Source: an optimization exercise on an open RTL-to-GDS flow (aim: small area and a short achievable clock period). Production flows keep margins and buffers that such runs may drop. Only simulation tests tie the RTL to the original design; equivalence was not proved. Power and IR drop assume default switching activity.

==> flow/design.v <==
module add1(
	input clk,
	input en,
	input [15:0] x,
	output [15:0] z
	);
wire       nz = |x;
wire [4:0] e1 = x[14:10] + 5'd1;
wire [14:0] d = {e1[4:1], e1[0] & nz, x[9:0]};
reg [14:0] q;
always @(posedge clk) begin
	if (en) q <= d;
end
assign z = {1'b0, q};
endmodule
module fp16(
	input clk_50,reset_50,
	input [15:0] x_50,y_50,
	output [15:0] m_50,a_50
	);
reg        s1_s;
reg  [4:0] s1_e;
reg  [9:0] s1_xm, s1_ym;
reg        s1_nz;
always @(posedge clk_50) begin
	s1_s  <= x_50[15] ^ y_50[15];
	s1_e  <= x_50[14:10] + y_50[14:10] + 5'd17;	 
	s1_xm <= x_50[9:0];
	s1_ym <= y_50[9:0];
end
always @(posedge clk_50 or posedge reset_50) begin
	if (reset_50) s1_nz <= 1'b0;
	else          s1_nz <= (x_50 != 16'h0000) && (y_50 != 16'h0000);
end
wire [9:0] xm = s1_xm, ym = s1_ym;
wire [9:0] nxm = ~xm, nym = ~ym;
wire [9:0] npp [0:9];
genvar gi, gj;
generate for (gi = 0; gi < 10; gi = gi + 1) begin : g_pp
	for (gj = 0; gj < 10; gj = gj + 1) begin : g_pp2
		assign npp[gi][gj] = ~(xm[gi] & ym[gj]);
	end
end endgenerate
  wire hs0, hc0;
  fp16_xnor u_hx0 (.a(npp[0][9]), .b(npp[1][8]), .y(hs0));
  fp16_or u_ho0 (.a(npp[0][9]), .b(npp[1][8]), .y(hc0));
  wire fs1, fc1;
  fp16_fa u_fa1 (.a(nxm[0]), .b(nym[0]), .c(npp[1][9]), .s(fs1), .co(fc1));
  wire hs2, hc2;
  fp16_xnor u_hx2 (.a(npp[2][8]), .b(npp[3][7]), .y(hs2));
  fp16_or u_ho2 (.a(npp[2][8]), .b(npp[3][7]), .y(hc2));
  wire fs3, fc3;
  fp16_fa u_fa3 (.a(nxm[1]), .b(nym[1]), .c(npp[2][9]), .s(fs3), .co(fc3));
  wire hs4, hc4;
  fp16_xnor u_hx4 (.a(npp[3][8]), .b(npp[4][7]), .y(hs4));
  fp16_or u_ho4 (.a(npp[3][8]), .b(npp[4][7]), .y(hc4));
  wire fs5, fc5;
  fp16_fa u_fa5 (.a(nxm[2]), .b(nym[2]), .c(npp[3][9]), .s(fs5), .co(fc5));
  wire hs6, hc6;
  fp16_xnor u_hx6 (.a(npp[0][6]), .b(npp[1][5]), .y(hs6));
  fp16_or u_ho6 (.a(npp[0][6]), .b(npp[1][5]), .y(hc6));
  wire fs7, fc7;
  fp16_fa u_fa7 (.a(npp[0][7]), .b(npp[1][6]), .c(npp[2][5]), .s(fs7), .co(fc7));
  wire hs8, hc8;
  fp16_xnor u_hx8 (.a(npp[3][4]), .b(npp[4][3]), .y(hs8));
  fp16_or u_ho8 (.a(npp[3][4]), .b(npp[4][3]), .y(hc8));
  wire fs9, fc9;
  fp16_fa u_fa9 (.a(npp[0][8]), .b(npp[1][7]), .c(npp[2][6]), .s(fs9), .co(fc9));
  wire fs10, fc10;
  fp16_fa u_fa10 (.a(npp[3][5]), .b(npp[4][4]), .c(npp[5][3]), .s(fs10), .co(fc10));
  wire hs11, hc11;
  fp16_xnor u_hx11 (.a(npp[6][2]), .b(npp[7][1]), .y(hs11));
  fp16_or u_ho11 (.a(npp[6][2]), .b(npp[7][1]), .y(hc11));
  wire fs12, fc12;
  fp16_fa u_fa12 (.a(npp[2][7]), .b(npp[3][6]), .c(npp[4][5]), .s(fs12), .co(fc12));
  wire fs13, fc13;
  fp16_fa u_fa13 (.a(npp[5][4]), .b(npp[6][3]), .c(npp[7][2]), .s(fs13), .co(fc13));
  wire fs14, fc14;
  fp16_fa u_fa14 (.a(npp[8][1]), .b(npp[9][0]), .c(hs0), .s(fs14), .co(fc14));
  wire fs15, fc15;
  fp16_fa u_fa15 (.a(npp[4][6]), .b(npp[5][5]), .c(npp[6][4]), .s(fs15), .co(fc15));
  wire fs16, fc16;
  fp16_fa u_fa16 (.a(npp[7][3]), .b(npp[8][2]), .c(npp[9][1]), .s(fs16), .co(fc16));
  wire fs17, fc17;
  fp16_fa u_fa17 (.a(hc0), .b(hs2), .c(fs1), .s(fs17), .co(fc17));
  wire fs18, fc18;
  fp16_fa u_fa18 (.a(npp[5][6]), .b(npp[6][5]), .c(npp[7][4]), .s(fs18), .co(fc18));
  wire fs19, fc19;
  fp16_fa u_fa19 (.a(npp[8][3]), .b(npp[9][2]), .c(hc2), .s(fs19), .co(fc19));
  wire fs20, fc20;
  fp16_fa u_fa20 (.a(hs4), .b(fc1), .c(fs3), .s(fs20), .co(fc20));
  wire fs21, fc21;
  fp16_fa u_fa21 (.a(npp[4][8]), .b(npp[5][7]), .c(npp[6][6]), .s(fs21), .co(fc21));
  wire fs22, fc22;
  fp16_fa u_fa22 (.a(npp[7][5]), .b(npp[8][4]), .c(npp[9][3]), .s(fs22), .co(fc22));
  wire fs23, fc23;
  fp16_fa u_fa23 (.a(hc4), .b(fc3), .c(fs5), .s(fs23), .co(fc23));
  wire fs24, fc24;
  fp16_fa u_fa24 (.a(nxm[3]), .b(nym[3]), .c(npp[4][9]), .s(fs24), .co(fc24));
  wire fs25, fc25;
  fp16_fa u_fa25 (.a(npp[5][8]), .b(npp[6][7]), .c(npp[7][6]), .s(fs25), .co(fc25));
  wire fs26, fc26;
  fp16_fa u_fa26 (.a(npp[8][5]), .b(npp[9][4]), .c(fc5), .s(fs26), .co(fc26));
  wire fs27, fc27;
  fp16_fa u_fa27 (.a(nxm[4]), .b(nym[4]), .c(npp[5][9]), .s(fs27), .co(fc27));
  wire fs28, fc28;
  fp16_fa u_fa28 (.a(npp[6][8]), .b(npp[7][7]), .c(npp[8][6]), .s(fs28), .co(fc28));
  wire fs29, fc29;
  fp16_fa u_fa29 (.a(nxm[5]), .b(nym[5]), .c(npp[6][9]), .s(fs29), .co(fc29));
  wire hs30, hc30;
  fp16_xnor u_hx30 (.a(npp[0][4]), .b(npp[1][3]), .y(hs30));
  fp16_or u_ho30 (.a(npp[0][4]), .b(npp[1][3]), .y(hc30));
  wire fs31, fc31;
  fp16_fa u_fa31 (.a(npp[0][5]), .b(npp[1][4]), .c(npp[2][3]), .s(fs31), .co(fc31));
  wire hs32, hc32;
  fp16_xnor u_hx32 (.a(npp[3][2]), .b(npp[4][1]), .y(hs32));
  fp16_or u_ho32 (.a(npp[3][2]), .b(npp[4][1]), .y(hc32));
  wire fs33, fc33;
  fp16_fa u_fa33 (.a(npp[2][4]), .b(npp[3][3]), .c(npp[4][2]), .s(fs33), .co(fc33));
  wire fs34, fc34;
  fp16_fa u_fa34 (.a(npp[5][1]), .b(npp[6][0]), .c(hs6), .s(fs34), .co(fc34));
  wire fs35, fc35;
  fp16_fa u_fa35 (.a(npp[5][2]), .b(npp[6][1]), .c(npp[7][0]), .s(fs35), .co(fc35));
  wire fs36, fc36;
  fp16_fa u_fa36 (.a(hc6), .b(hs8), .c(fs7), .s(fs36), .co(fc36));
  wire fs37, fc37;
  fp16_fa u_fa37 (.a(npp[8][0]), .b(hc8), .c(hs11), .s(fs37), .co(fc37));
  wire fs38, fc38;
  fp16_fa u_fa38 (.a(fc7), .b(fs9), .c(fs10), .s(fs38), .co(fc38));
  wire fs39, fc39;
  fp16_fa u_fa39 (.a(hc11), .b(fc9), .c(fc10), .s(fs39), .co(fc39));
  wire fs40, fc40;
  fp16_fa u_fa40 (.a(fs12), .b(fs13), .c(fs14), .s(fs40), .co(fc40));
  wire fs41, fc41;
  fp16_fa u_fa41 (.a(fc12), .b(fc13), .c(fs15), .s(fs41), .co(fc41));
  wire fs42, fc42;
  fp16_fa u_fa42 (.a(fs16), .b(fc14), .c(fs17), .s(fs42), .co(fc42));
  wire fs43, fc43;
  fp16_fa u_fa43 (.a(fc15), .b(fc16), .c(fs18), .s(fs43), .co(fc43));
  wire fs44, fc44;
  fp16_fa u_fa44 (.a(fs19), .b(fc17), .c(fs20), .s(fs44), .co(fc44));
  wire fs45, fc45;
  fp16_fa u_fa45 (.a(fc18), .b(fs21), .c(fs22), .s(fs45), .co(fc45));
  wire fs46, fc46;
  fp16_fa u_fa46 (.a(fc19), .b(fc20), .c(fs23), .s(fs46), .co(fc46));
  wire fs47, fc47;
  fp16_fa u_fa47 (.a(fc21), .b(fc22), .c(fs24), .s(fs47), .co(fc47));
  wire fs48, fc48;
  fp16_fa u_fa48 (.a(fs25), .b(fc23), .c(fs26), .s(fs48), .co(fc48));
  wire fs49, fc49;
  fp16_fa u_fa49 (.a(npp[9][5]), .b(fc24), .c(fc25), .s(fs49), .co(fc49));
  wire fs50, fc50;
  fp16_fa u_fa50 (.a(fs27), .b(fs28), .c(fc26), .s(fs50), .co(fc50));
  wire fs51, fc51;
  fp16_fa u_fa51 (.a(npp[7][8]), .b(npp[8][7]), .c(npp[9][6]), .s(fs51), .co(fc51));
  wire fs52, fc52;
  fp16_fa u_fa52 (.a(fc27), .b(fc28), .c(fs29), .s(fs52), .co(fc52));
  wire fs53, fc53;
  fp16_fa u_fa53 (.a(nxm[6]), .b(nym[6]), .c(npp[7][9]), .s(fs53), .co(fc53));
  wire fs54, fc54;
  fp16_fa u_fa54 (.a(npp[8][8]), .b(npp[9][7]), .c(fc29), .s(fs54), .co(fc54));
  wire fs55, fc55;
  fp16_fa u_fa55 (.a(nxm[7]), .b(nym[7]), .c(npp[8][9]), .s(fs55), .co(fc55));
  wire hs56, hc56;
  fp16_xnor u_hx56 (.a(npp[0][3]), .b(npp[1][2]), .y(hs56));
  fp16_or u_ho56 (.a(npp[0][3]), .b(npp[1][2]), .y(hc56));
  wire fs57, fc57;
  fp16_fa u_fa57 (.a(npp[2][2]), .b(npp[3][1]), .c(npp[4][0]), .s(fs57), .co(fc57));
  wire fs58, fc58;
  fp16_fa u_fa58 (.a(npp[5][0]), .b(hc30), .c(hs32), .s(fs58), .co(fc58));
  wire fs59, fc59;
  fp16_fa u_fa59 (.a(hc32), .b(fc31), .c(fs33), .s(fs59), .co(fc59));
  wire fs60, fc60;
  fp16_fa u_fa60 (.a(fc33), .b(fs35), .c(fc34), .s(fs60), .co(fc60));
  wire fs61, fc61;
  fp16_fa u_fa61 (.a(fc35), .b(fs37), .c(fc36), .s(fs61), .co(fc61));
  wire fs62, fc62;
  fp16_fa u_fa62 (.a(fc37), .b(fc38), .c(fs39), .s(fs62), .co(fc62));
  wire fs63, fc63;
  fp16_fa u_fa63 (.a(fc39), .b(fs41), .c(fc40), .s(fs63), .co(fc63));
  wire fs64, fc64;
  fp16_fa u_fa64 (.a(fc41), .b(fs43), .c(fc42), .s(fs64), .co(fc64));
  wire fs65, fc65;
  fp16_fa u_fa65 (.a(fc43), .b(fs45), .c(fc44), .s(fs65), .co(fc65));
  wire fs66, fc66;
  fp16_fa u_fa66 (.a(fc45), .b(fs47), .c(fc46), .s(fs66), .co(fc66));
  wire fs67, fc67;
  fp16_fa u_fa67 (.a(fc47), .b(fs49), .c(fc48), .s(fs67), .co(fc67));
  wire fs68, fc68;
  fp16_fa u_fa68 (.a(fs51), .b(fc49), .c(fs52), .s(fs68), .co(fc68));
  wire fs69, fc69;
  fp16_fa u_fa69 (.a(fc51), .b(fs53), .c(fc52), .s(fs69), .co(fc69));
  wire fs70, fc70;
  fp16_fa u_fa70 (.a(npp[9][8]), .b(fc53), .c(fs55), .s(fs70), .co(fc70));
  wire fs71, fc71;
  fp16_fa u_fa71 (.a(nxm[8]), .b(nym[8]), .c(npp[9][9]), .s(fs71), .co(fc71));
  wire hs72, hc72;
  fp16_xnor u_hx72 (.a(npp[0][2]), .b(npp[1][1]), .y(hs72));
  fp16_or u_ho72 (.a(npp[0][2]), .b(npp[1][1]), .y(hc72));
  wire fs73, fc73;
  fp16_fa u_fa73 (.a(npp[2][1]), .b(npp[3][0]), .c(hs56), .s(fs73), .co(fc73));
  wire fs74, fc74;
  fp16_fa u_fa74 (.a(hc56), .b(hs30), .c(fs57), .s(fs74), .co(fc74));
  wire fs75, fc75;
  fp16_fa u_fa75 (.a(fc57), .b(fs31), .c(fs58), .s(fs75), .co(fc75));
  wire fs76, fc76;
  fp16_fa u_fa76 (.a(fc58), .b(fs34), .c(fs59), .s(fs76), .co(fc76));
  wire fs77, fc77;
  fp16_fa u_fa77 (.a(fc59), .b(fs36), .c(fs60), .s(fs77), .co(fc77));
  wire fs78, fc78;
  fp16_fa u_fa78 (.a(fs38), .b(fc60), .c(fs61), .s(fs78), .co(fc78));
  wire fs79, fc79;
  fp16_fa u_fa79 (.a(fc61), .b(fs40), .c(fs62), .s(fs79), .co(fc79));
  wire fs80, fc80;
  fp16_fa u_fa80 (.a(fc62), .b(fs42), .c(fs63), .s(fs80), .co(fc80));
  wire fs81, fc81;
  fp16_fa u_fa81 (.a(fs44), .b(fc63), .c(fs64), .s(fs81), .co(fc81));
  wire fs82, fc82;
  fp16_fa u_fa82 (.a(fs46), .b(fc64), .c(fs65), .s(fs82), .co(fc82));
  wire fs83, fc83;
  fp16_fa u_fa83 (.a(fs48), .b(fc65), .c(fs66), .s(fs83), .co(fc83));
  wire fs84, fc84;
  fp16_fa u_fa84 (.a(fs50), .b(fc66), .c(fs67), .s(fs84), .co(fc84));
  wire fs85, fc85;
  fp16_fa u_fa85 (.a(fc50), .b(fs68), .c(fc67), .s(fs85), .co(fc85));
  wire fs86, fc86;
  fp16_fa u_fa86 (.a(fs54), .b(fc68), .c(fs69), .s(fs86), .co(fc86));
  wire fs87, fc87;
  fp16_fa u_fa87 (.a(fc54), .b(fs70), .c(fc69), .s(fs87), .co(fc87));
  wire fs88, fc88;
  fp16_fa u_fa88 (.a(fc55), .b(fs71), .c(fc70), .s(fs88), .co(fc88));
  wire fs89, fc89;
  fp16_fa u_fa89 (.a(nxm[9]), .b(nym[9]), .c(fc71), .s(fs89), .co(fc89));
wire [21:0] nra = {1'b1, fc89, fc88, fc87, fc86, fc85, fc84, fc83, fc82, fc81, fc80, fc79, fc78, fc77, fc76, fc75, fc74, fc73, hc72, hs72, npp[0][1], npp[0][0]};
wire [21:0] nrb = {1'b1, 1'b0, fs89, fs88, fs87, fs86, fs85, fs84, fs83, fs82, fs81, fs80, fs79, fs78, fs77, fs76, fs75, fs74, fs73, npp[2][0], npp[1][0], 1'b1};
wire [21:0] kd  = nra & nrb;
wire [21:0] pd  = nra ^ nrb;
wire [9:0] lk [0:4];
wire [9:0] lp [0:4];
assign lk[0] = kd[9:0];
assign lp[0] = pd[9:0];
genvar gl;
generate for (gl = 0; gl < 4; gl = gl + 1) begin : g_lo
	for (gi = 0; gi < 10; gi = gi + 1) begin : g_pos
		if (gi >= (1 << gl)) begin : g_node
			assign lk[gl+1][gi] = lk[gl][gi] | (lp[gl][gi] & lk[gl][gi-(1<<gl)]);
			assign lp[gl+1][gi] = lp[gl][gi] & lp[gl][gi-(1<<gl)];
		end else begin : g_pass
			assign lk[gl+1][gi] = lk[gl][gi];
			assign lp[gl+1][gi] = lp[gl][gi];
		end
	end
end endgenerate
wire nc10 = lk[4][9] | lp[4][9];
reg [11:0] s2_p, s2_k;
reg        s2_nc;
reg        s2_s;
reg  [4:0] s2_e;
reg        s2_nz;
always @(posedge clk_50) begin
	s2_p  <= pd[21:10];
	s2_k  <= kd[21:10];
	s2_nc <= nc10;
	s2_s  <= s1_s;
	s2_e  <= s1_e;
end
always @(posedge clk_50 or posedge reset_50) begin
	if (reset_50) s2_nz <= 1'b0;
	else          s2_nz <= s1_nz;
end
wire [4:0]  e1 = s2_e + 5'd1;
wire [14:0] mag;
wire o0;
fp16_aoi21 u_o0 (.a1(s2_p[0]), .a2(s2_nc), .b1(s2_k[0]), .y(o0));
wire o1;
fp16_aoi21 u_o1 (.a1(s2_p[1]), .a2(s2_k[0]), .b1(s2_k[1]), .y(o1));
wire o2;
fp16_nand2 u_o2 (.a(s2_p[1]), .b(s2_p[0]), .y(o2));
wire o3;
fp16_aoi21 u_o3 (.a1(s2_p[2]), .a2(s2_k[1]), .b1(s2_k[2]), .y(o3));
wire o4;
fp16_nand2 u_o4 (.a(s2_p[2]), .b(s2_p[1]), .y(o4));
wire o5;
fp16_aoi21 u_o5 (.a1(s2_p[3]), .a2(s2_k[2]), .b1(s2_k[3]), .y(o5));
wire o6;
fp16_nand2 u_o6 (.a(s2_p[3]), .b(s2_p[2]), .y(o6));
wire o7;
fp16_aoi21 u_o7 (.a1(s2_p[4]), .a2(s2_k[3]), .b1(s2_k[4]), .y(o7));
wire o8;
fp16_nand2 u_o8 (.a(s2_p[4]), .b(s2_p[3]), .y(o8));
wire o9;
fp16_aoi21 u_o9 (.a1(s2_p[5]), .a2(s2_k[4]), .b1(s2_k[5]), .y(o9));
wire o10;
fp16_nand2 u_o10 (.a(s2_p[5]), .b(s2_p[4]), .y(o10));
wire o11;
fp16_aoi21 u_o11 (.a1(s2_p[6]), .a2(s2_k[5]), .b1(s2_k[6]), .y(o11));
wire o12;
fp16_nand2 u_o12 (.a(s2_p[6]), .b(s2_p[5]), .y(o12));
wire o13;
fp16_aoi21 u_o13 (.a1(s2_p[7]), .a2(s2_k[6]), .b1(s2_k[7]), .y(o13));
wire o14;
fp16_nand2 u_o14 (.a(s2_p[7]), .b(s2_p[6]), .y(o14));
wire o15;
fp16_aoi21 u_o15 (.a1(s2_p[8]), .a2(s2_k[7]), .b1(s2_k[8]), .y(o15));
wire o16;
fp16_nand2 u_o16 (.a(s2_p[8]), .b(s2_p[7]), .y(o16));
wire o17;
fp16_aoi21 u_o17 (.a1(s2_p[9]), .a2(s2_k[8]), .b1(s2_k[9]), .y(o17));
wire o18;
fp16_nand2 u_o18 (.a(s2_p[9]), .b(s2_p[8]), .y(o18));
wire o19;
fp16_inv u_o19 (.a(s2_nc), .y(o19));
wire o20;
fp16_oai21 u_o20 (.a1(o2), .a2(o19), .b1(o1), .y(o20));
wire o21;
fp16_oai21 u_o21 (.a1(o4), .a2(o0), .b1(o3), .y(o21));
wire o22;
fp16_oai21 u_o22 (.a1(o6), .a2(o1), .b1(o5), .y(o22));
wire o23;
fp16_nor2 u_o23 (.a(o6), .b(o2), .y(o23));
wire o24;
fp16_oai21 u_o24 (.a1(o8), .a2(o3), .b1(o7), .y(o24));
wire o25;
fp16_nor2 u_o25 (.a(o8), .b(o4), .y(o25));
wire o26;
fp16_oai21 u_o26 (.a1(o10), .a2(o5), .b1(o9), .y(o26));
wire o27;
fp16_nor2 u_o27 (.a(o10), .b(o6), .y(o27));
wire o28;
fp16_oai21 u_o28 (.a1(o12), .a2(o7), .b1(o11), .y(o28));
wire o29;
fp16_nor2 u_o29 (.a(o12), .b(o8), .y(o29));
wire o30;
fp16_oai21 u_o30 (.a1(o14), .a2(o9), .b1(o13), .y(o30));
wire o31;
fp16_nor2 u_o31 (.a(o14), .b(o10), .y(o31));
wire o32;
fp16_oai21 u_o32 (.a1(o16), .a2(o11), .b1(o15), .y(o32));
wire o33;
fp16_nor2 u_o33 (.a(o16), .b(o12), .y(o33));
wire o34;
fp16_oai21 u_o34 (.a1(o18), .a2(o13), .b1(o17), .y(o34));
wire o35;
fp16_nor2 u_o35 (.a(o18), .b(o14), .y(o35));
wire o36;
fp16_aoi21 u_o36 (.a1(o23), .a2(s2_nc), .b1(o22), .y(o36));
wire o37;
fp16_inv u_o37 (.a(o0), .y(o37));
wire o38;
fp16_aoi21 u_o38 (.a1(o25), .a2(o37), .b1(o24), .y(o38));
wire o39;
fp16_aoi21 u_o39 (.a1(o27), .a2(o20), .b1(o26), .y(o39));
wire o40;
fp16_aoi21 u_o40 (.a1(o29), .a2(o21), .b1(o28), .y(o40));
wire o41;
fp16_aoi21 u_o41 (.a1(o31), .a2(o22), .b1(o30), .y(o41));
wire o42;
fp16_nand2 u_o42 (.a(o31), .b(o23), .y(o42));
wire o43;
fp16_aoi21 u_o43 (.a1(o33), .a2(o24), .b1(o32), .y(o43));
wire o44;
fp16_nand2 u_o44 (.a(o33), .b(o25), .y(o44));
wire o45;
fp16_aoi21 u_o45 (.a1(o35), .a2(o26), .b1(o34), .y(o45));
wire o46;
fp16_nand2 u_o46 (.a(o35), .b(o27), .y(o46));
wire o47;
fp16_oai21 u_o47 (.a1(o42), .a2(o19), .b1(o41), .y(o47));
wire o48;
fp16_oai21 u_o48 (.a1(o44), .a2(o0), .b1(o43), .y(o48));
wire o49;
fp16_inv u_o49 (.a(o20), .y(o49));
wire o50;
fp16_oai21 u_o50 (.a1(o46), .a2(o49), .b1(o45), .y(o50));
wire o51;
fp16_xnor2 u_o51 (.a(s2_p[0]), .b(s2_nc), .y(o51));
wire o52;
fp16_xor2 u_o52 (.a(s2_p[1]), .b(o0), .y(o52));
wire o53;
fp16_xnor2 u_o53 (.a(s2_p[2]), .b(o20), .y(o53));
wire o54;
fp16_xnor2 u_o54 (.a(s2_p[3]), .b(o21), .y(o54));
wire o55;
fp16_xor2 u_o55 (.a(s2_p[4]), .b(o36), .y(o55));
wire o56;
fp16_xor2 u_o56 (.a(s2_p[5]), .b(o38), .y(o56));
wire o57;
fp16_xor2 u_o57 (.a(s2_p[6]), .b(o39), .y(o57));
wire o58;
fp16_xor2 u_o58 (.a(s2_p[7]), .b(o40), .y(o58));
wire o59;
fp16_xnor2 u_o59 (.a(s2_p[8]), .b(o47), .y(o59));
wire o60;
fp16_xnor2 u_o60 (.a(s2_p[9]), .b(o48), .y(o60));
wire o61;
fp16_xnor2 u_o61 (.a(s2_p[10]), .b(o50), .y(o61));
wire o62;
fp16_nand2 u_o62 (.a(s2_p[10]), .b(o50), .y(o62));
wire o63;
fp16_nand2 u_o63 (.a(s2_p[10]), .b(o50), .y(o63));
wire o64;
fp16_nand2 u_o64 (.a(s2_nz), .b(o51), .y(o64));
wire o65;
fp16_nand2 u_o65 (.a(s2_nz), .b(o52), .y(o65));
wire o66;
fp16_nand2 u_o66 (.a(s2_nz), .b(o53), .y(o66));
wire o67;
fp16_nand2 u_o67 (.a(s2_nz), .b(o54), .y(o67));
wire o68;
fp16_nand2 u_o68 (.a(s2_nz), .b(o55), .y(o68));
wire o69;
fp16_nand2 u_o69 (.a(s2_nz), .b(o56), .y(o69));
wire o70;
fp16_nand2 u_o70 (.a(s2_nz), .b(o57), .y(o70));
wire o71;
fp16_nand2 u_o71 (.a(s2_nz), .b(o58), .y(o71));
wire o72;
fp16_nand2 u_o72 (.a(s2_nz), .b(o59), .y(o72));
wire o73;
fp16_nand2 u_o73 (.a(s2_nz), .b(o60), .y(o73));
wire o74;
fp16_nand2 u_o74 (.a(s2_nz), .b(o61), .y(o74));
wire o75;
fp16_nand2 u_o75 (.a(s2_nz), .b(s2_e[0]), .y(o75));
wire o76;
fp16_nand2 u_o76 (.a(s2_nz), .b(s2_e[1]), .y(o76));
wire o77;
fp16_nand2 u_o77 (.a(s2_nz), .b(s2_e[2]), .y(o77));
wire o78;
fp16_nand2 u_o78 (.a(s2_nz), .b(s2_e[3]), .y(o78));
wire o79;
fp16_nand2 u_o79 (.a(s2_nz), .b(s2_e[4]), .y(o79));
wire o80;
fp16_nand2 u_o80 (.a(s2_nz), .b(e1[0]), .y(o80));
wire o81;
fp16_nand2 u_o81 (.a(s2_nz), .b(e1[1]), .y(o81));
wire o82;
fp16_nand2 u_o82 (.a(s2_nz), .b(e1[2]), .y(o82));
wire o83;
fp16_nand2 u_o83 (.a(s2_nz), .b(e1[3]), .y(o83));
wire o84;
fp16_nand2 u_o84 (.a(s2_nz), .b(e1[4]), .y(o84));
wire o85;
fp16_mux2i u_o85 (.s(o62), .a0(o64), .a1(o65), .y(o85));
wire o86;
fp16_mux2i u_o86 (.s(o62), .a0(o65), .a1(o66), .y(o86));
wire o87;
fp16_mux2i u_o87 (.s(o62), .a0(o66), .a1(o67), .y(o87));
wire o88;
fp16_mux2i u_o88 (.s(o62), .a0(o67), .a1(o68), .y(o88));
wire o89;
fp16_mux2i u_o89 (.s(o62), .a0(o68), .a1(o69), .y(o89));
wire o90;
fp16_mux2i u_o90 (.s(o62), .a0(o69), .a1(o70), .y(o90));
wire o91;
fp16_mux2i u_o91 (.s(o62), .a0(o70), .a1(o71), .y(o91));
wire o92;
fp16_mux2i u_o92 (.s(o62), .a0(o71), .a1(o72), .y(o92));
wire o93;
fp16_mux2i u_o93 (.s(o63), .a0(o72), .a1(o73), .y(o93));
wire o94;
fp16_mux2i u_o94 (.s(o63), .a0(o73), .a1(o74), .y(o94));
wire o95;
fp16_mux2i u_o95 (.s(o63), .a0(o75), .a1(o80), .y(o95));
wire o96;
fp16_mux2i u_o96 (.s(o63), .a0(o76), .a1(o81), .y(o96));
wire o97;
fp16_mux2i u_o97 (.s(o63), .a0(o77), .a1(o82), .y(o97));
wire o98;
fp16_mux2i u_o98 (.s(o63), .a0(o78), .a1(o83), .y(o98));
wire o99;
fp16_mux2i u_o99 (.s(o63), .a0(o79), .a1(o84), .y(o99));
assign mag = {o99, o98, o97, o96, o95, o94, o93, o92, o91, o90, o89, o88, o87, o86, o85};
wire [15:0] m_q = {s2_nz & s2_s, mag};
assign m_50 = m_q;
reg c0, c1;
wire ph0 = ~(c0 | c1);
always @(posedge clk_50 or posedge reset_50) begin
	if (reset_50) begin
		c0 <= 1'b0;
		c1 <= 1'b0;
	end else begin
		c0 <= ph0;
		c1 <= c0;
	end
end
add1 a1(.clk(clk_50), .en(ph0), .x(m_q), .z(a_50));
endmodule
module fp16_fa(input a, b, c, output s, co);
	assign s  = a ^ b ^ c;
	assign co = (a & b) | (a & c) | (b & c);
endmodule
module fp16_xnor(input a, b, output y);
	assign y = ~(a ^ b);
endmodule
module fp16_or(input a, b, output y);
	assign y = a | b;
endmodule
module fp16_inv(input a, output y);
	assign y = ~a;
endmodule
module fp16_nand2(input a, b, output y);
	assign y = ~(a & b);
endmodule
module fp16_nor2(input a, b, output y);
	assign y = ~(a | b);
endmodule
module fp16_aoi21(input a1, a2, b1, output y);
	assign y = ~((a1 & a2) | b1);
endmodule
module fp16_oai21(input a1, a2, b1, output y);
	assign y = ~((a1 | a2) & b1);
endmodule
module fp16_xor2(input a, b, output y);
	assign y = a ^ b;
endmodule
module fp16_xnor2(input a, b, output y);
	assign y = ~(a ^ b);
endmodule
module fp16_mux2i(input s, a0, a1, output y);
	assign y = ~(s ? a1 : a0);
endmodule
==> flow/flow/run.sh <==
#!/bin/bash
set -e
export BUFFER_PORTS_ARGS="-buffer_cell sky130_fd_sc_hd__buf_1"
export CTS_ARGS="-sink_clustering_enable -repair_clock_nets -dont_use_dummy_load -buf_list {sky130_fd_sc_hd__clkbuf_4 sky130_fd_sc_hd__clkbuf_8}"
bash standard.sh > standard.log 2>&1
==> flow/standard.sh <==
#!/bin/bash
# synth_recipe.tcl (not shown) runs the flow's synth.tcl, then flattens the netlist and writes it again
# the make line also repeats each setting of config.mk as NAME=value (left out here)
make -C /OpenROAD-flow-scripts/flow DESIGN_CONFIG=/design/flow/config.mk WORK_HOME=/design/flow/orfs CLKGATE_MAP_FILE= SYNTH_SCRIPT=/design/flow/synth_recipe.tcl "${@:-finish}"
==> flow/config.mk <==
export PLATFORM = sky130hd
export DESIGN_NAME = fp16
export DESIGN_NICKNAME = fp16
export VERILOG_FILES = /design/flow/design.v
export SDC_FILE = /design/flow/constraint.sdc
export NUM_CORES = 4
export LEC_CHECK = 0
export CAP_MARGIN = 20
export CORE_MARGIN = 2
export CORE_UTILIZATION = 40
export CTS_BUF_LIST = sky130_fd_sc_hd__clkbuf_4 sky130_fd_sc_hd__clkbuf_8
export PLACE_DENSITY = 0.6
export SETUP_SLACK_MARGIN = 2.5
export SLEW_MARGIN = 20
export SYNTH_HIERARCHICAL = 1
export SYNTH_MINIMUM_KEEP_SIZE = 0
==> flow/constraint.sdc <==
create_clock -name core_clock -period 6.0 [get_ports {clk_50}]
set_input_delay 1.2000 -clock core_clock [delete_from_list [all_inputs] [get_ports {clk_50}]]
set_output_delay 1.2000 -clock core_clock [all_outputs]
set_load 0.01 [all_outputs]
==> metrics.md, run 1 <==
| Metric | Value |
|---|---|
| Die footprint | `between 10000 and 15000 um2` |
| CP most frequent cell | `fa_1` |
| Setup bufs post-CTS | `0` |
| Ant diodes | `0` |
| Final nets | `700` |
| R2R setup slack | `2630 ps` |
| GRT Resource Usage Total | `about 16%` |
| Final cell count without fillers | `730` |
| TNS Setup | `0 ps` |
| Die Span X | `about 120 um` |
| Netlist Area Pre-Place | `roughly 5400 um2` |
| Clock Tree Root | `clkbuf_8` |
| Final setup margin | `~2600 ps` |
| Die H | `between 100 and 150 um` |
| Post-synth EDFFs | `15` |
| Skew final | `roughly 26 ps` |
| Remaining global-route overflow | `0` |
| Share of the synthesized area in the top cell type | `between 30% and 40%` |
| Setup repair after global routing missed its margin | `yes` |
| Routed Antenna Nets | `0` |
| Worst Hold Endpoint | `s2_e[2]` |
| Final min period | `around 3400 ps` |
| Worst-margin pin slew | `605 ps` |
| Top post-synthesis cells by area | `fa_1 (30%), dfxtp_1 (20%), nand2_1 (9.4%)` |
| Number of global-route vias before repair | `about 3.7k` |
| Register area | `1650 um2` |
| Yosys cell types | `32` |
| First-pass GRT wire length | `between 15 and 20 mm` |
| Startpoint Class | `flop` |
| I/O Buffers | `64` |
| Layout cells sized above 1 | `a little under an eighth` |
| CTS Buffer Depth | `2` |
| Final Max Slew Viols | `0` |
| # IOs | `66` |
| Critical Path Sink Type | `flop` |
| Cts hold-fix bufs | `0` |
| Post-Place Cells | `between 700 and 800` |
| Outcome | `finished clean` |
| Endpoints failing setup | `0` |
| Buf+Inv Stages, Crit Path | `0` |
| FF-to-FF Start | `s1_xm[0]` |
| Core area | `roughly 13000 um2` |
| Syn_nets | `660` |
| Synth Register Bits | `73` |
| Power density cells | `~420 nW/um2` |
| Router iterations before antenna repair | `6` |
| Row count | `42` |
| Average cell area after synthesis | `10.4 um2` |
| Hold Path Origin | `s1_e[2]` |
| Post-DP Area | `approximately 5700 um2` |
| Design area | `5930 um2` |
| Clk slew on worst S/H paths | `approximately 70 ps` |
| TritonCTS clock tree | `done` |
| Largest net degree at the start of global routing | `23` |
| Clk sinks | `between 70 and 80` |
| Initial drt markers | `~110` |
| Multi-input gate area | `approximately 3600 um2` |
| Reg2reg end | `s2_nc` |
| Synth Warn # | `8` |
| TritonCTS Buffers | `9` |
| Critical path arrival | `about 3600 ps` |
| Area growth from synthesis to layout | `10.0%` |
| Syn Inst Count | `roughly 520` |
| Hold Crit Class | `reg -> reg` |
| Worst-Skew Late Latency | `340 ps` |
| Initial Util | `40.9%` |
| CP max stage cell | `fa_1` |
| H-tree Lvls | `3` |
| Total routed wirelength | `around 11 mm` |
| LEAKAGE | `2.26 nW` |
| Reported max-cap violation count | `0` |
| Most common library cells after synthesis | `nand2_1 (135), fa_1 (81), dfxtp_1 (54), inv_1 (35), ha_1 (29)` |
| Worst reg2reg path depth | `9` |
| Sequential area share after synthesis | `30.3%` |
| Hold depth | `0` |
| Worst endpoint required time | `between 6000 and 7000 ps` |
| FFs w/ async S/R, synth | `about 5.5%` |
| Worst stage delay on the critical path | `550 ps` |
| FMAX | `about 300 MHz` |
| Hold Vio Cnt, Final | `0` |
| HPWL after detailed placement | `between 8 and 9 mm` |
| Normalized max-slew margin | `about 60%` |
| Leading cell type by number of instances after synthesis | `nand2_1` |
| Final period util | `between 50% and 60%` |
| Avg Vias per Cell | `4.89` |
| Crit Path Class | `reg -> reg` |
| Dpl ws | `2490 ps` |
| Vias | `3571` |
| Synth area leader | `fa_1` |
| Initial antenna violation count | `0` |
| CP max FO | `10` |
| Critical path, cell by cell | `nand2_1 -> fa_1 -> fa_1 -> fa_1 -> fa_1 -> ha_1 -> and4_1 -> a32oi_1 -> o211ai_1` |
| Top_reg_cell synth | `dfxtp_1` |
| Fillers | `approximately 1.2k` |
| Wire per inst | `14.9 um` |
| Routability congestion estimate | `0.857` |
| DRC viols | `0` |
| Cell family with most CP delay | `adder cells` |
| Max VDD drop | `0.221 mV` |
-- layout by cell type, fill, tap and decap left out, drive strengths merged --
cell type and n:
xnor2 23, nor3b 1, and2 2, nor4 11
or2 10, xor2 9, o2bb2ai 1, mux2i 15
nor3 1, a41oi 1, and4 1, conb 1
a32oi 1, nor2 8, o21ai 13, dfxtp 54
o21a 1, a21oi 19, clkbuf 9, dfrtp 4
nand2 135, a21o 2, o211ai 1, fa 81
buf 65, inv 35, nand4 2, nand3 4
edfxtp 15, ha 29
-- flip-flops by register name (all words and copies together) (netlist names) --
name,count
s2_k,10
s2_e,5
s1_s,1
s1_ym,10
s2_nz,1
s1_e,5
s2_nc,1
a1.q,15
c0,1
s1_nz,1
s2_p,11
c1,1
s1_xm,10
s2_s,1
-- how the worst max path moves through the flow --
stage / startpoint / end / slack [ps] / cells after the start
global placement: s1_ym[6] / s2_nc / 2550 / 9
detailed placement: s1_xm[3] / s2_nc / 2490 / 9
floorplan: s1_ym[8] / s2_nc / 2660 / 10
CTS: s1_xm[0] / s2_nc / 2500 / 9
global route: s1_xm[6] / s2_nc / 2500 / 9
finish: s1_xm[0] / s2_nc / 2630 / 9
-- report_power, final --
group	switching, W	internal [W]
clock	0.000153	0.000134
combinational	0.000818	0.000586
sequential	0.000129	0.000699
total	0.00110	0.00142
-- cells by family after synthesis --
group,Yosys count,synth area share (%)
AOI/OAI and AO/OA,39,5.20
muxes,15,2.78
buffers and inverters,71,6.06
other,1,0.0696
and+or+nand+nor,175,13.6
adders and majority gates,110,36.8
xor gates and xnor gates,32,5.20
DFF,73,30.3
-- per-stage QoR --
step           utilization, %  hold slack [ps]  power, W
2_1_floorplan               -              310   0.00188
4_1_cts                  44.1              335   0.00244
5_1_grt                  45.0              339   0.00275
3_5_place_dp             42.9              317   0.00212
3_3_place_gp             42.9              312   0.00209
6_report                 45.0              330   0.00252
-- modules after synthesis, one instance, submodules excluded, excerpt --
module | cell area, um2 | cells inside
fp16_oai21 | 5.00 | 1
fp16_or | 6.26 | 1
add1 | 566 | 31
fp16_xor2 | 8.76 | 1
fp16 | 2450 | 285
fp16_fa | 20.0 | 1
fp16_nand2 | 3.75 | 1
fp16_mux2i | 10.0 | 1
fp16_xnor2 | 8.76 | 1
fp16_aoi21 | 8.76 | 1
-- per-layer routing --
metal	routed length (um)	GRT usage, %	vias to the layer above	part of all wire, %
met5	0	0	-	0
met1	5130	23.0	1765	47
met2	5140	24.5	92	47
met3	459	3.14	12	4.2
li1	-	-	1702	-
met4	131	4.41	0	1.2
-- cell type report --
| cell class | count | area share [%] |
|---|---|---|
| multi-input cells | 372 | 59.9 |
| flip-flops and latches | 73 | 27.9 |
| repair buffers | 65 | 4.18 |
| well taps | 176 | 3.71 |
| inverters | 35 | 2.22 |
| clock buffers | 9 | 2.09 |
-- repair_timing --
item	4_1_cts	5_1_grt
endpoints found under the setup margin	16	20
pin swaps	1	0
cloned	0	0
gates resized for setup	9	34
==> run 2: changes to the inputs <==
==> flow/flow/run.sh (replaced) <==
#!/bin/bash
set -e
export BUFFER_PORTS_ARGS="-buffer_cell sky130_fd_sc_hd__buf_1"
export CTS_ARGS="-sink_clustering_enable -repair_clock_nets -dont_use_dummy_load -buf_list {sky130_fd_sc_hd__clkbuf_4 sky130_fd_sc_hd__clkbuf_8}"
export RECOVER_POWER=100
bash standard.sh > standard.log 2>&1
==> metrics.md, run 2 <==
| Metric | Value |
|---|---|
| Core area | `13200 um2 (unchanged)` |
| Routed Antenna Nets | `0 (unchanged)` |
| Max VDD drop | `0.221 mV (about the same)` |
| Reported max-cap violation count | `0 (unchanged)` |
| Yosys cell types | `32 (unchanged)` |
| Avg Vias per Cell | `4.90 (+0.11%)` |
| CP max stage cell | `mux2i_1` |
| Outcome | `finished clean` |
| Final Max Slew Viols | `0 (unchanged)` |
| CP max FO | `7 (-3)` |
| Syn Inst Count | `516 (unchanged)` |
| Total routed wirelength | `10.8 mm (-0.32%)` |
| Power density cells | `411 nW/um2 (-3.2%)` |
| Vias | `3575 (+0.11%)` |
| Initial drt markers | `125 (+13%)` |
| GRT Resource Usage Total | `15.9% (unchanged)` |
| Ant diodes | `0 (unchanged)` |
| Skew final | `25.4 ps (-0.594 ps)` |
| Cts hold-fix bufs | `0 (unchanged)` |
| Final min period | `3690 ps (+325 ps)` |
| Final Power | `0.00239 W (-5.2%)` |
| Die H | `120 um (unchanged)` |
| Die footprint | `14400 um2 (unchanged)` |
| H-tree Lvls | `3 (unchanged)` |
| Sequential area share after synthesis | `30.3% (unchanged)` |
| Max FFs per register | `15 (unchanged)` |
| Startpoint Class | `flop` |
| Crit Path Class | `reg -> out` |
| Initial antenna violation count | `0 (unchanged)` |
| Fin util | `44.0% (-0.94 points)` |
| Routability congestion estimate | `0.857 (unchanged)` |
| First-pass GRT wire length | `18.2 mm (unchanged)` |
| Top_reg_cell synth | `dfxtp_1` |
| Top post-synthesis cells by area | `fa_1 (30%), dfxtp_1 (20%), nand2_1 (9.4%)` |
| FF-to-FF Start | `s1_xm[0]` |
| Most frequent cells in the layout | `nand2_1 (135), fa_1 (81), buf_1 (64)` |
| Largest reg by FF count | `a1.q` |
| Clock Tree Root | `clkbuf_8` |
| Syn_nets | `660 (unchanged)` |
| Worst-margin pin slew | `857 ps (+252 ps)` |
| TritonCTS clock tree | `done` |
| Die Span X | `120 um (unchanged)` |
| Worst endpoint required time | `4800 ps (-1410 ps)` |
| CTS Buffer Depth | `2 (unchanged)` |
| Final nets | `700 (unchanged)` |
| HPWL after detailed placement | `8.81 mm (unchanged)` |
| Worst-Skew Late Latency | `340 ps (about the same)` |
| Wire per inst | `14.8 um (-0.32%)` |
| FFs w/ async S/R, synth | `5.48% (unchanged)` |
| Router iterations before antenna repair | `4 (-2)` |
| Hold Path Origin | `s1_e[2]` |
| Synth Warn # | `8 (unchanged)` |
| DRC viols | `0 (unchanged)` |
| Hold Vio Cnt, Final | `0 (unchanged)` |
| Layout cells sized above 1 | `7.58% (-3.8 points)` |
| Top Registers | `a1.q x15, s2_p x11` |
| Critical path, cell by cell | `inv_1 -> o21ai_2 -> inv_1 -> o21ai_0 -> nand2_1 -> mux2i_1 -> buf_1` |
| Normalized max-slew margin | `42.9% (-17 points)` |
| Share of the synthesized area in the top cell type | `30.1% (unchanged)` |
| I/O Buffers | `64 (unchanged)` |
| Clk slew on worst S/H paths | `70 ps (about the same)` |
| Fillers | `1255 (+1.4%)` |
| Commonest non-fill, non-tap cell in the layout | `nand2_1` |
| LEAKAGE | `2.29 nW (+1.2%)` |
| Setup bufs post-CTS | `0 (unchanged)` |
| # IOs | `66 (unchanged)` |
| Setup repair after global routing missed its margin | `yes` |
| FMAX | `271 MHz (-8.8%)` |
| Crit path launch | `s2_nc` |
| Critical path arrival | `2490 ps (-1090 ps)` |
| Final period util | `61.6% (+5.4 points)` |
| Worst hold slack | `330 ps (-0.0540 ps)` |
| Remaining global-route overflow | `0 (unchanged)` |
| Netlist Area Pre-Place | `5390 um2 (unchanged)` |
| CP most frequent cell | `inv_1` |
| Largest net degree at the start of global routing | `23 (unchanged)` |
| Area growth from synthesis to layout | `7.70%` |
| Average cell area after synthesis | `10.4 um2 (unchanged)` |
| Initial Util | `40.9% (unchanged)` |
| Number of global-route vias before repair | `3657 (unchanged)` |
| Endpoints failing setup | `0 (unchanged)` |
| Synth Register Bits | `73 (unchanged)` |
| Critical Path Sink Type | `primary output` |
| Worst stage delay on the critical path | `470 ps (-80 ps)` |
| Post-synth EDFFs | `15 (unchanged)` |
| Synth area leader | `fa_1` |
| Leading cell type by number of instances after synthesis | `nand2_1` |
| Most common library cells after synthesis | `nand2_1 (135), fa_1 (81), dfxtp_1 (54), inv_1 (35), ha_1 (29)` |
| Hold Crit Class | `reg -> reg` |
| TNS Setup | `0 ps (unchanged)` |
| TritonCTS Buffers | `9 (unchanged)` |
| Row count | `42 (unchanged)` |
| Clk sinks | `73 (unchanged)` |
run 2: worst paths after layout:
| kind | end | slack, ps | cells after the start |
|---|---|---|---|
| min in group asynchronous | c0 | 700 | 2 |
| max | m_50[12] | 2310 | 7 |
| min reg2reg | s2_e[2] | 330 | 0 |
| max in group asynchronous | s1_nz | 5140 | 2 |
| max reg2reg | s2_nc | 2490 | 9 |
| min | s2_e[2] | 330 | 0 |
run 2: kinds of logic (layout without fill, tap and decap cells):
group	count (synthesis)	after routing	share of synthesized area [%]
xor gates and xnor gates	32	32	5.20
muxes	15	15	2.78
AOI/OAI and AO/OA	39	39	5.20
and+or+nand+nor	175	175	13.6
adders and majority gates	110	110	36.8
buffers and inverters	71	109	6.06
DFF	73	73	30.3
other	1	1	0.0696
run 2: area by class of cell:
class | count | area [um2] | area share, %
multi-input combinational | 372 | 3440 | 59.2
sequential | 73 | 1650 | 28.4
timing repair buffer | 65 | 244 | 4.20
tap | 176 | 220 | 3.79
inverter | 35 | 131 | 2.26
clock buffer | 9 | 124 | 2.13
run 2: what timing repair did:
item	4_1_cts	5_1_grt
pin swaps	1	0
setup endpoints to repair	16	20
gates resized for setup	9	34
run 2: layer usage:
layer	track usage (%)	wire, um	vias up
li1	-	-	1702
met1	23.0	5110	1770
met2	24.5	5150	91
met3	3.14	437	12
met4	4.41	131	0
met5	0	0	-
run 2: Yosys stat by module, one instance, submodules excluded, a selection:
module      area [um2]  cells inside  flops+latches
fp16_aoi21        8.76             1              0
fp16_mux2i        10.0             1              0
fp16_fa           20.0             1              0
fp16_xnor         8.76             1              0
fp16_inv          3.75             1              0
fp16_or           6.26             1              0
fp16_oai21        5.00             1              0
run 2: power breakdown:
| part | internal [W] | switching [W] | total (W) |
|---|---|---|---|
| Clock | 0.000134 | 0.000152 | 0.000285 |
| Sequential | 0.000699 | 0.000128 | 0.000828 |
| Combinational | 0.000517 | 0.000757 | 0.00127 |
| Total | 0.00135 | 0.00104 | 0.00239 |
run 2: critical path, delay by kind of cell, from the launching register on:
family	cells	cell delay (ps)
buffers and inverters	3	360
muxes	1	470
DFF	1	440
AOI/OAI and AO/OA	2	540
and+or+nand+nor	1	340
run 2: through the flow:
step | instance area [um2] | worst slack [ps] | instances
floorplan | 5390 | 2660 | 516
global placement | 5660 | 2550 | 721
detailed placement | 5660 | 2490 | 721
CTS | 5820 | 2500 | 730
global route | 5810 | 2050 | 730
finish | 5810 | 2310 | 730
==> run 3: changes to the inputs <==
==> flow/flow/run.sh (replaced) <==
#!/bin/bash
set -e
export BUFFER_PORTS_ARGS="-buffer_cell sky130_fd_sc_hd__buf_1"
export CTS_ARGS="-sink_clustering_enable -repair_clock_nets -dont_use_dummy_load -buf_list {sky130_fd_sc_hd__clkbuf_4 sky130_fd_sc_hd__clkbuf_8}"
bash standard.sh > standard.log 2>&1
--- a/flow/config.mk
+++ b/flow/config.mk
@@ -8,7 +8,7 @@
 export CAP_MARGIN = 20
 export CORE_MARGIN = 2
-export CORE_UTILIZATION = 40
+export CORE_UTILIZATION = 60
 export CTS_BUF_LIST = sky130_fd_sc_hd__clkbuf_4 sky130_fd_sc_hd__clkbuf_8
-export PLACE_DENSITY = 0.6
+export PLACE_DENSITY = 0.7
 export SETUP_SLACK_MARGIN = 2.5
 export SLEW_MARGIN = 20
==> metrics.md, run 3 <==
| Metric | Value |
|---|---|
| Remaining global-route overflow | `0 (unchanged)` |
| Worst stage delay on the critical path | `570 ps (+100 ps)` |
| Ant diodes | `0 (unchanged)` |
| FFs w/ async S/R, synth | `5.48% (unchanged)` |
| Routed Antenna Nets | `0 (unchanged)` |
| Worst-Skew Late Latency | `340 ps (about the same)` |
| Endpoints failing setup | `0 (unchanged)` |
| Final Max Slew Viols | `0 (unchanged)` |
| R2R setup slack | `2630 ps (+140 ps)` |
| Final nets | `704 (+0.57%)` |
| Router iterations before antenna repair | `5 (+1)` |
| Clk sinks | `73 (unchanged)` |
| FMAX | `297 MHz (+9.7%)` |
| TritonCTS Buffers | `9 (unchanged)` |
| Layout cells sized above 1 | `11.5% (+3.9 points)` |
| Wire per inst | `16.5 um (+11%)` |
| Setup repair after global routing missed its margin | `no` |
| Initial antenna violation count | `0 (unchanged)` |
| Syn_nets | `660 (unchanged)` |
| Final min period | `3370 ps (-326 ps)` |
| Crit Path Class | `reg -> reg` |
| Average cell area after synthesis | `10.4 um2 (unchanged)` |
| Syn Inst Count | `516 (unchanged)` |
| Final period util | `56.2% (-5.4 points)` |
| Post-synth EDFFs | `15 (unchanged)` |
| Worst-margin pin slew | `628 ps (-229 ps)` |
| Clk slew on worst S/H paths | `80 ps (about the same)` |
| Normalized max-slew margin | `58.2% (+15 points)` |
| Largest net degree at the start of global routing | `23 (unchanged)` |
| Avg Vias per Cell | `5.53 (+13%)` |
| Outcome | `finished clean` |
| Synth Register Bits | `73 (unchanged)` |
| Reported max-cap violation count | `0 (unchanged)` |
| Cts hold-fix bufs | `0 (unchanged)` |
| Hold depth | `0 (unchanged)` |
| CP max FO | `11 (+4)` |
| Post-Place Cells | `653 (-9.4%)` |
| Critical path, cell by cell | `nand2_1 -> fa_1 -> fa_1 -> fa_1 -> fa_1 -> ha_1 -> and4_1 -> a32oi_1 -> o211ai_1` |
| Largest reg by FF count | `a1.q` |
| Switching Fraction | `43.6% (+0.16 points)` |
| LEAKAGE | `2.29 nW (+0.19%)` |
| I/O Buffers | `64 (unchanged)` |
| Cell family with most CP delay | `adder cells` |
| Most frequent cells in the layout | `nand2_1 (133), fa_1 (81), buf_1 (64)` |
| Total routed wirelength | `11.0 mm (+1.5%)` |
| Cell Int Power | `0.00140 W (+3.4%)` |
| Synth area leader | `fa_1` |
| Final setup margin | `2630 ps (+326 ps)` |
| Worst endpoint required time | `6190 ps (+1390 ps)` |
| Skew final | `33.2 ps (+7.80 ps)` |
| CP most frequent cell | `fa_1` |
| TNS Setup | `0 ps (unchanged)` |
| Critical Path Sink Type | `flop` |
| Routability congestion estimate | `0.914 (+6.7%)` |
| Hold Crit Class | `reg -> reg` |
| Worst reg2reg path depth | `9 (unchanged)` |
| Netlist Area Pre-Place | `5390 um2 (unchanged)` |
| Buf+Inv Stages, Crit Path | `0 (-3)` |
| Row count | `34 (-19%)` |
| DRC viols | `0 (unchanged)` |
| Max FFs per register | `15 (unchanged)` |
| Max VDD drop | `0.201 mV (-9.3%)` |
| Initial Util | `61.8% (+21 points)` |
| Yosys cell types | `32 (unchanged)` |
| First-pass GRT wire length | `18.3 mm (+0.57%)` |
| Worst Hold Endpoint | `s2_e[1]` |
| Dpl ws | `2470 ps (-21.0 ps)` |
| Die H | `98.8 um (-18%)` |
| Reg2reg end | `s2_nc` |
| CP max stage cell | `fa_1` |
| Initial drt markers | `254 (+100%)` |
| Top Registers | `a1.q x15, s2_p x11` |
| Seq pwr share | `33.3% (-1.4 points)` |
| Die Span X | `98.8 um (-18%)` |
| Die footprint | `9760 um2 (-32%)` |
| Top_reg_cell synth | `dfxtp_1` |
| Leading cell type by number of instances after synthesis | `nand2_1` |
| Final cell count without fillers | `666 (-8.8%)` |
| Power density cells | `422 nW/um2 (+2.6%)` |
| Hold Path Origin | `s1_e[1]` |
| TritonCTS clock tree | `done` |
| HPWL after detailed placement | `8.84 mm (+0.27%)` |
| # IOs | `66 (unchanged)` |
| Startpoint Class | `flop` |
| FF-to-FF Start | `s1_xm[5]` |
| Synth Warn # | `8 (unchanged)` |
| Vias | `3681 (+3.0%)` |
| Share of the synthesized area in the top cell type | `30.1% (unchanged)` |
| Clock Tree Root | `clkbuf_8` |
| Clk pwr share | `11.7% (-0.3 points)` |
| Core area | `8720 um2 (-34%)` |
| H-tree Lvls | `3 (unchanged)` |
| Critical path arrival | `3560 ps (+1070 ps)` |
| Sw power | `0.00108 W (+4.1%)` |
| Number of global-route vias before repair | `3831 (+4.8%)` |
| Logic pwr share | `55.0% (+1.6 points)` |
| Sequential area share after synthesis | `30.3% (unchanged)` |
| Commonest non-fill, non-tap cell in the layout | `nand2_1` |
| Hold Vio Cnt, Final | `0 (unchanged)` |
| CTS Buffer Depth | `2 (unchanged)` |
| GRT Resource Usage Total | `24.1% (+8.1 points)` |
| Area growth from synthesis to layout | `8.82%` |
| Top post-synthesis cells by area | `fa_1 (30%), dfxtp_1 (20%), nand2_1 (9.4%)` |
| Most common library cells after synthesis | `nand2_1 (135), fa_1 (81), dfxtp_1 (54), inv_1 (35), ha_1 (29)` |
[run 3: per-stage QoR]
stage	instance area, um2	total power, W	util, %	hold WS [ps]
5_1_grt	5870	0.00270	67.3	321
3_3_place_gp	5580	0.00206	64.0	313
4_1_cts	5730	0.00241	65.7	319
2_1_floorplan	5390	0.00188	-	310
3_5_place_dp	5580	0.00211	64.0	314
6_report	5870	0.00247	67.3	315
[run 3: worst max path at each step]
stage	to	start	depth (start not counted)	slack [ps]
global placement	s2_nc	s1_xm[3]	9	2550
detailed placement	s2_nc	s1_xm[3]	9	2470
finish	s2_nc	s1_xm[5]	9	2630
CTS	m_50[13]	s2_nc	7	2420
floorplan	s2_nc	s1_ym[8]	10	2660
global route	m_50[13]	s2_nc	7	2500
[run 3: timing repair]
item	in CTS	in global routing
setup buffers	0	4
resized for setup	12	35
endpoints found under the setup margin	12	20
[run 3: final cells by class]
| class | instances | area, um2 |
|---|---|---|
| Tap cell | 108 | 135 |
| Fill cell | 681 | 2850 |
| Clock buffer | 9 | 124 |
| Sequential cell | 73 | 1680 |
| Timing Repair Buffer | 69 | 278 |
| Multi-Input combinational cell | 372 | 3520 |
| Inverter | 35 | 131 |
[run 3: worst register-to-register path: cells and delay by family, from the launching register on]
kind / cells / cell delay (ps)
fa+ha+maj: 5 / 2190
flops: 1 / 480
simple gates: 2 / 280
compound gates: 2 / 270
[run 3: logic make-up (layout without fill, tap and decap cells)]
family | Yosys count | in the layout | synth area share (%)
xor gates and xnor gates | 32 | 32 | 5.20
and+or+nand+nor | 175 | 175 | 13.6
AOI/OAI and AO/OA | 39 | 39 | 5.20
adders and majority gates | 110 | 110 | 36.8
muxes | 15 | 15 | 2.78
other | 1 | 1 | 0.0696
DFF | 73 | 73 | 30.3
buffers and inverters | 71 | 113 | 6.06
[run 3: per-layer routing]
| layer | vias to the layer above | global-route usage, % | share of wire [%] |
|---|---|---|---|
| li1 | 1712 | - | - |
| met1 | 1810 | 33.8 | 44 |
| met2 | 144 | 36.9 | 46 |
| met3 | 15 | 7.38 | 8.7 |
| met4 | 0 | 6.43 | 1.3 |
| met5 | - | 0 | 0 |
[run 3: per-module statistics from Yosys (local to each module, per instance), excerpt]
module	times used	area [um2]	flip-flops and latches
add1	1	566	15
fp16_fa	80	20.0	0
fp16_inv	3	3.75	0
fp16_nor2	7	3.75	0
fp16_or	10	6.26	0
fp16_xnor	10	8.76	0
fp16_xor2	5	8.76	0
[run 3: power groups by stage]
stage / registers, W / logic, W / clock network (W)
3_3_place_gp: 0.000835 / 0.00122 / 0
3_5_place_dp: 0.000838 / 0.00127 / 0
5_1_grt: 0.000843 / 0.00154 / 0.000319
2_1_floorplan: 0.000823 / 0.00106 / 0
4_1_cts: 0.000828 / 0.00129 / 0.000300
6_report: 0.000825 / 0.00136 / 0.000290
==> run 4: changes to the inputs <==
==> flow/flow/run.sh (replaced) <==
#!/bin/bash
set -e
export BUFFER_PORTS_ARGS="-buffer_cell sky130_fd_sc_hd__buf_1"
export CTS_ARGS="-sink_clustering_enable -repair_clock_nets -dont_use_dummy_load -buf_list {sky130_fd_sc_hd__clkbuf_2 sky130_fd_sc_hd__clkbuf_4}"
export RECOVER_POWER=50
bash standard.sh > standard.log 2>&1
--- a/flow/config.mk
+++ b/flow/config.mk
@@ -8,7 +8,7 @@
 export CAP_MARGIN = 20
 export CORE_MARGIN = 2
-export CORE_UTILIZATION = 60
+export CORE_UTILIZATION = 40
 export CTS_BUF_LIST = sky130_fd_sc_hd__clkbuf_4 sky130_fd_sc_hd__clkbuf_8
-export PLACE_DENSITY = 0.7
+export PLACE_DENSITY = 0.6
 export SETUP_SLACK_MARGIN = 2.5
 export SLEW_MARGIN = 20
==> metrics.md, run 4 <==
| Metric | Value |
|---|---|
| Routed Antenna Nets | `0 (unchanged)` |
| Seq pwr share | `34.6% (+1.3 points)` |
| Endpoints failing setup | `0 (unchanged)` |
| Total routed wirelength | `10.9 mm (-1.2%)` |
| Design area | `5840 um2 (-0.43%)` |
| Clk pwr share | `9.0% (-2.7 points)` |
| Logic pwr share | `56.4% (+1.4 points)` |
| Most common library cells after synthesis | `nand2_1 (135), fa_1 (81), dfxtp_1 (54), inv_1 (35), ha_1 (29)` |
| # IOs | `66 (unchanged)` |
| Initial Util | `40.9% (-21 points)` |
| Synth area leader | `fa_1` |
| Skew final | `40.7 ps (+7.47 ps)` |
| R2R setup slack | `2610 ps (-20 ps)` |
| Vias | `3545 (-3.7%)` |
| Share of the synthesized area in the top cell type | `30.1% (unchanged)` |
| Wire per inst | `14.9 um (-9.9%)` |
| Worst stage delay on the critical path | `450 ps (-120 ps)` |
| Core area | `13200 um2 (+51%)` |
| Final setup margin | `2590 ps (-45.2 ps)` |
| Dpl ws | `2490 ps (+21.0 ps)` |
| Initial drt markers | `149 (-41%)` |
| Top_reg_cell synth | `dfxtp_1` |
| FFs w/ async S/R, synth | `5.48% (unchanged)` |
| Clock Tree Root | `clkbuf_4` |
| Final min period | `3410 ps (+45.2 ps)` |
| Router iterations before antenna repair | `4 (-1)` |
| Setup repair after global routing missed its margin | `yes` |
| Syn Inst Count | `516 (unchanged)` |
| Reported max-cap violation count | `0 (unchanged)` |
| FMAX | `293 MHz (-1.3%)` |
| First-pass GRT wire length | `18.3 mm (+0.30%)` |
| Critical path, cell by cell | `inv_1 -> o21ai_2 -> inv_1 -> o21ai_4 -> nand2_4 -> mux2i_1 -> buf_1` |
| Initial antenna violation count | `0 (unchanged)` |
| Met3 usage | `3.18% (-4.2 points)` |
| Fillers | `1252 (+84%)` |
| TNS Setup | `0 ps (unchanged)` |
| GRT Resource Usage Total | `16.2% (-7.9 points)` |
| TritonCTS Buffers | `9 (unchanged)` |
| Setup bufs post-CTS | `0 (unchanged)` |
| Buf+Inv Stages, Crit Path | `3 (+3)` |
| Syn_nets | `660 (unchanged)` |
| Die Span X | `120 um (+22%)` |
| Die H | `120 um (+22%)` |
| I/O Buffers | `64 (unchanged)` |
| Final period util | `56.9% (+0.75 points)` |
| Sequential area share after synthesis | `30.3% (unchanged)` |
| Largest reg by FF count | `a1.q` |
| DRC viols | `0 (unchanged)` |
| Clk slew on worst S/H paths | `110 ps (+30 ps)` |
| Worst-margin pin slew | `841 ps (+213 ps)` |
| Final nets | `700 (-0.57%)` |
| Normalized max-slew margin | `44.0% (-14 points)` |
| Average cell area after synthesis | `10.4 um2 (unchanged)` |
| Most frequent cells in the layout | `nand2_1 (133), fa_1 (81), buf_1 (64)` |
| LEAKAGE | `2.26 nW (-1.5%)` |
| H-tree Lvls | `3 (unchanged)` |
| Power density cells | `409 nW/um2 (-3.1%)` |
| Worst endpoint required time | `4800 ps (-1390 ps)` |
| Met2 Resource Use GR | `24.4% (-12 points)` |
| Switching Fraction | `44.7% (+1.1 points)` |
| CP max stage cell | `dfxtp_1` |
| Max FFs per register | `15 (unchanged)` |
| Synth Warn # | `8 (unchanged)` |
| Layout cells sized above 1 | `9.93% (-1.5 points)` |
| HPWL after detailed placement | `8.81 mm (-0.26%)` |
| Clk sinks | `73 (unchanged)` |
| Routability congestion estimate | `0.857 (-6.3%)` |
| Top Registers | `a1.q x15, s2_p x11` |
| Final Max Slew Viols | `0 (unchanged)` |
| Critical Path Sink Type | `primary output` |
| Avg Vias per Cell | `4.86 (-12%)` |
| Largest net degree at the start of global routing | `23 (unchanged)` |
| Grt peak-use layer | `met2` |
| Critical path arrival | `2210 ps (-1350 ps)` |
| Netlist Area Pre-Place | `5390 um2 (unchanged)` |
| CTS Buffer Depth | `2 (unchanged)` |
| Cell family with most CP delay | `flip-flops` |
| Synth Register Bits | `73 (unchanged)` |
| Sw power | `0.00107 W (-1.2%)` |
| Remaining global-route overflow | `0 (unchanged)` |
| TritonCTS clock tree | `done` |
| Worst-Skew Late Latency | `410 ps (+70 ps)` |
| Outcome | `finished clean` |
| Crit Path Class | `reg -> out` |
| Number of global-route vias before repair | `3648 (-4.8%)` |
| Yosys cell types | `32 (unchanged)` |
| CP most frequent cell | `inv_1` |
| Die footprint | `14400 um2 (+48%)` |
| Top post-synthesis cells by area | `fa_1 (30%), dfxtp_1 (20%), nand2_1 (9.4%)` |
| Ant diodes | `0 (unchanged)` |
| Met1 usage | `23.5% (-10 points)` |
| Commonest non-fill, non-tap cell in the layout | `nand2_1` |
| Post-DP Area | `5660 um2 (+1.5%)` |
| Row count | `42 (+24%)` |
| Post-synth EDFFs | `15 (unchanged)` |
| CP max FO | `7 (-4)` |
| Max VDD drop | `0.195 mV (-2.8%)` |
| Hold Vio Cnt, Final | `0 (unchanged)` |
| Hold Crit Class | `reg -> reg` |
| Startpoint Class | `flop` |
| Cell Int Power | `0.00132 W (-5.4%)` |
| Area growth from synthesis to layout | `8.35%` |
| Final Power | `0.00239 W (-3.6%)` |
| Leading cell type by number of instances after synthesis | `nand2_1` |
run 4: cell counts after synthesis:
Identical to the previous run, type by type.
run 4: metal layers:
| metal | vias up | part of all wire [%] |
|---|---|---|
| li1 | 1703 | - |
| met1 | 1744 | 47 |
| met2 | 85 | 47 |
| met3 | 13 | 4.2 |
| met5 | - | 0 |
| met4 | 0 | 1.6 |
run 4: timing repair:
action / in CTS / in global routing
pin swaps: 0 / 0
gates cloned: 0 / 0
resized for setup: 26 / 18
endpoints found under the setup margin: 16 / 20
hold buffers: 0 / 0
run 4: area by class of cell:
class / instances / area (um2) / share of cell area, %
clock buffers: 9 / 67.6 / 1.16
inverters: 35 / 131 / 2.25
multi-input cells: 372 / 3520 / 60.3
flip-flops and latches: 73 / 1650 / 28.3
well taps: 176 / 220 / 3.77
repair buffers: 65 / 244 / 4.18
run 4: modules after synthesis (local to each module, per instance):
module,cell area [um2],flip-flops and latches,cells
fp16_nor2,3.75,0,1
fp16_or,6.26,0,1
fp16_aoi21,8.76,0,1
fp16_mux2i,10.0,0,1
fp16_oai21,5.00,0,1
fp16_nand2,3.75,0,1
add1,566,15,31
fp16_xnor2,8.76,0,1
fp16,2450,58,285
fp16_fa,20.0,0,1
fp16_xnor,8.76,0,1
fp16_xor2,8.76,0,1
fp16_inv,3.75,0,1
run 4: final timing paths:
check | start | endpoint | cells past startpoint
max | s2_nc | m_50[8] | 7
min | s1_nz | s2_nz | 0
max reg2reg | s1_xm[0] | s2_nc | 9
min reg2reg | s1_nz | s2_nz | 0
max in group asynchronous | reset_50 | s1_nz | 2
min in group asynchronous | reset_50 | c0 | 2
run 4: through the flow:
step	utilization, %	hold slack (ps)	instances
after floorplan	-	310	516
after global placement	42.9	312	721
after detailed placement	42.9	317	721
after CTS	44.1	343	730
after global routing	44.3	342	730
final	44.3	339	730
run 4: cells by family after synthesis:
kind of cell | synth area share (%)
AOI/OAI and AO/OA | 5.20
xor gates and xnor gates | 5.20
adders and majority gates | 36.8
buffers and inverters | 6.06
DFF | 30.3
muxes | 2.78
other | 0.0696
and+or+nand+nor | 13.6
run 4: power by group through the flow:
| stage | combinational (W) | clock [W] | sequential (W) |
|---|---|---|---|
| floorplan | 0.00106 | 0 | 0.000823 |
| global placement | 0.00125 | 0 | 0.000836 |
| detailed placement | 0.00128 | 0 | 0.000838 |
| CTS | 0.00139 | 0.000227 | 0.000828 |
| global route | 0.00152 | 0.000245 | 0.000847 |
| finish | 0.00135 | 0.000214 | 0.000827 |

==> re-timing with driven ports <==
Ports are ideal in the flow. The routed layouts listed here were re-timed in OpenROAD. Step 1 assumes that a clkbuf_16 drives the clock port and a buf_2 every other input. Step 2 adds t to the input delays and takes it off the output delays; t is the mean of the earliest and latest rising clock arrival at the registers after step 1. Input paths then give back, and output paths get back, about the clock's delay inside the block. Slacks: ideal ports / drivers / drivers and shift; pairs: ideal ports / drivers.
run | t (ns) | setup slack, ns | pins driven straight from the clock port
run 1 | 0.357 | 2.630 / 2.630 / 2.630 | 1
run 2 | 0.357 | 2.305 / 2.277 / 2.490 | 1
run 3 | 0.360 | 2.631 / 2.631 / 2.631 | 1
run 4 | 0.419 | 2.586 / 2.559 / 2.611 | 1
After both steps setup and hold are still met in every run listed.
